This design comes from an exercise in tuning for small area, a short achievable clock period and few clock cycles per item on the open sky130 flow, not from production work.

run M:
## filter
module filter
	#(parameter DWIDTH = 16)
	(input clk,
		input rst,
		output req_in,
		input ack_in,
		input [0:DWIDTH-1] data_in,
		output req_out,
		input ack_out,
		output [0:DWIDTH-1] data_out);
Size: about 3,400 cells after synthesis, about 320 flip-flops, about 38 I/O pins, roughly 27,000 um2 of cells after synthesis.
clock: 11.0 ns
lec_check: 0
abc_area: 1
cap_margin: 20
core_margin: 2
core_utilization: 40
slew_margin: 20
synth_hierarchical: 1
synth_memory_max_bits: 16384
synth_minimum_keep_size: 0
standard.sh (not shown) runs the stock make flow with config.mk's settings and CLKGATE_MAP_FILE= SYNTH_SCRIPT=/design/flow/synth_recipe.tcl, a recipe that flattens the netlist after the stock synthesis.
==> flow/flow/run.sh <==
#!/bin/bash
# The standard layout (standard.sh: the standard flow's synthesis and ORFS flow with the
# settings of config.mk), with repair_timing asked for more setup slack than
# config.mk's SETUP_SLACK_MARGIN may ask for. The make output goes to
# standard_flow.log; ORFS's own logs stay under orfs/logs.
set -euo pipefail
MARGIN=$(cat flow/margin)
bash standard.sh SETUP_SLACK_MARGIN=$MARGIN finish > standard_flow.log 2>&1
==> flow/flow/margin <==
7.5
Input changes introduced in run P (baseline for comparison: run M):
diff --git a/flow/design.v b/flow/design.v
--- a/flow/design.v
+++ b/flow/design.v
@@ -355,17 +355,17 @@
 				booth[3*k+2] = b[2*k+2];
 			end
 		end
 	endfunction
 	reg ph;                  
 	reg vr, vt, vd;          
 	reg [7:0] l;             
 	reg pend;                
-	reg [7:0] a_n;           
+	reg [7:0] a1_n, a2_x;    
 	reg rst_r;               
 	reg [21-1:0] e1;
 	reg [24-1:0] e2;
 	reg [15:0] r0, r1, r2, r3;
 	reg [30:0] cs0;
 	reg [30:0] cs1;
 	reg [16:0] cs2;
 	reg [5:0] cs3;
@@ -382,19 +382,19 @@
 	assign data_out = q0;
 	wire take = ~rqi_n & ack_in;
 	wire go = ({1'b0, cnt} - popd + vd + vt <= 3'd2) & (~pend | dv | take);
 	wire shift = ~ph & vr & pend;
 	wire push = ph & vd;
 	wire pop = ~rqo_n & ack_out;
 	wire [7:0] l_next = (l < 8'd13) ? l + 8'd147 : l - 8'd13;
 	wire [7:0] a_next = ph ? l : 8'd160 - l;
-	wire [13:0] c1 = rom1(~a_n);
+	wire [13:0] c1 = rom1(~a1_n);
 	wire [23:0] e1n = booth({c1[13], c1[13], c1});
-	wire [23:0] e2n = booth(rom2(~a_n));
+	wire [23:0] e2n = booth(rom2(a2_x ^ 8'ha5));
 	wire [15:0] xa = r0;
 	wire [15:0] xb = r1;
 	wire [30:0] t0;
 	wire [30:0] t1;
 	wire [16:0] t2;
 	wire [5:0] t3;
 	wire [30:0] ag;
 	wire [30:0] bs, bc;
@@ -1226,17 +1226,18 @@
 		cs0 <= t0;
 		cs1 <= t1;
 		cs2 <= t2;
 		cs3 <= t3;
 		if (~ph)
 			acc <= sum;
 		if (~rqi_n)
 			din <= data_in;
-		a_n <= ~a_next;
+		a1_n <= ~a_next;
+		a2_x <= a_next ^ 8'ha5;
 		rst_r <= rst;
 		if (rst_r) begin
 			r0 <= 16'd0;
 			r1 <= 16'd0;
 			r2 <= 16'd0;
 			r3 <= 16'd0;
 		end else if (ph) begin
 			if (vt) begin
@@ -1278,17 +1279,18 @@
 		end
 		if (rst) begin
 			ph <= 1'b0;
 			vr <= 1'b1;
 			vt <= 1'b0;
 			vd <= 1'b0;
 			l <= 8'd0;
 			pend <= 1'b0;
-			a_n <= 8'hff;
+			a1_n <= 8'hff;
+			a2_x <= 8'ha5;
 			dv <= 1'b0;
 			rqi <= 1'b0;
 			rqi_n <= 1'b1;
 			rqo <= 1'b0;
 			rqo_n <= 1'b1;
 			q0 <= 16'd0;
 			cnt <= 2'd1;
 			popd <= 1'b0;
==> summary.txt <==
- Sequential share of cell area: run M and run P compared, lower one is run P
- Area used by multi-input combinational logic, run M and run P: larger value in run P
- STATUS design area: run P loses against run M
- The multi-input gate share of the layout cell area of run P exceeds that of run M by 0.49 points.
- On smallest setup slack after layout: run P sits above run M.
- | number of tapcells | run P vs run M | 6.6% higher |
- Of run P and run M, it is run P that has the lower wire length.
- Across both runs, overall die height was higher for run P than for run M.
- When the final numbers for run M and run P were put side by side, the die footprint turned out to be smaller in run M.
No run of this note included a check of the RTL's function; only the layout flow was run.

==> re-timing with driven ports <==
Ports are ideal in the flow. The routed layouts listed here were re-timed in OpenROAD.
Step 1 assumes that a clkbuf_16 drives the clock port and a buf_2 every other input.
Step 2 times the ports against the registers' clock, not the clock port: input delays grow and output delays shrink by t, the midpoint of the rising clock arrivals with the driver on.
a / b / c = ideal / step 1 / step 2; a / b = the first two.
run | t (ns) | slack for setup (ns) | worst setup path after step 2 | latest minus earliest clock arrival (ns) | pins driven straight from the clock port
run M | 0.605 | 7.541 / 7.482 / 7.159 | input to register | 0.025 / 0.025 | 1
run P | 0.630 | 7.549 / 7.482 / 7.030 | input to register | 0.038 / 0.038 | 1
After both steps setup and hold are still met in every run listed. For run P, which loses most, drivers alone change the setup slack by -0.067 ns; drivers and shift together by -0.519 ns.
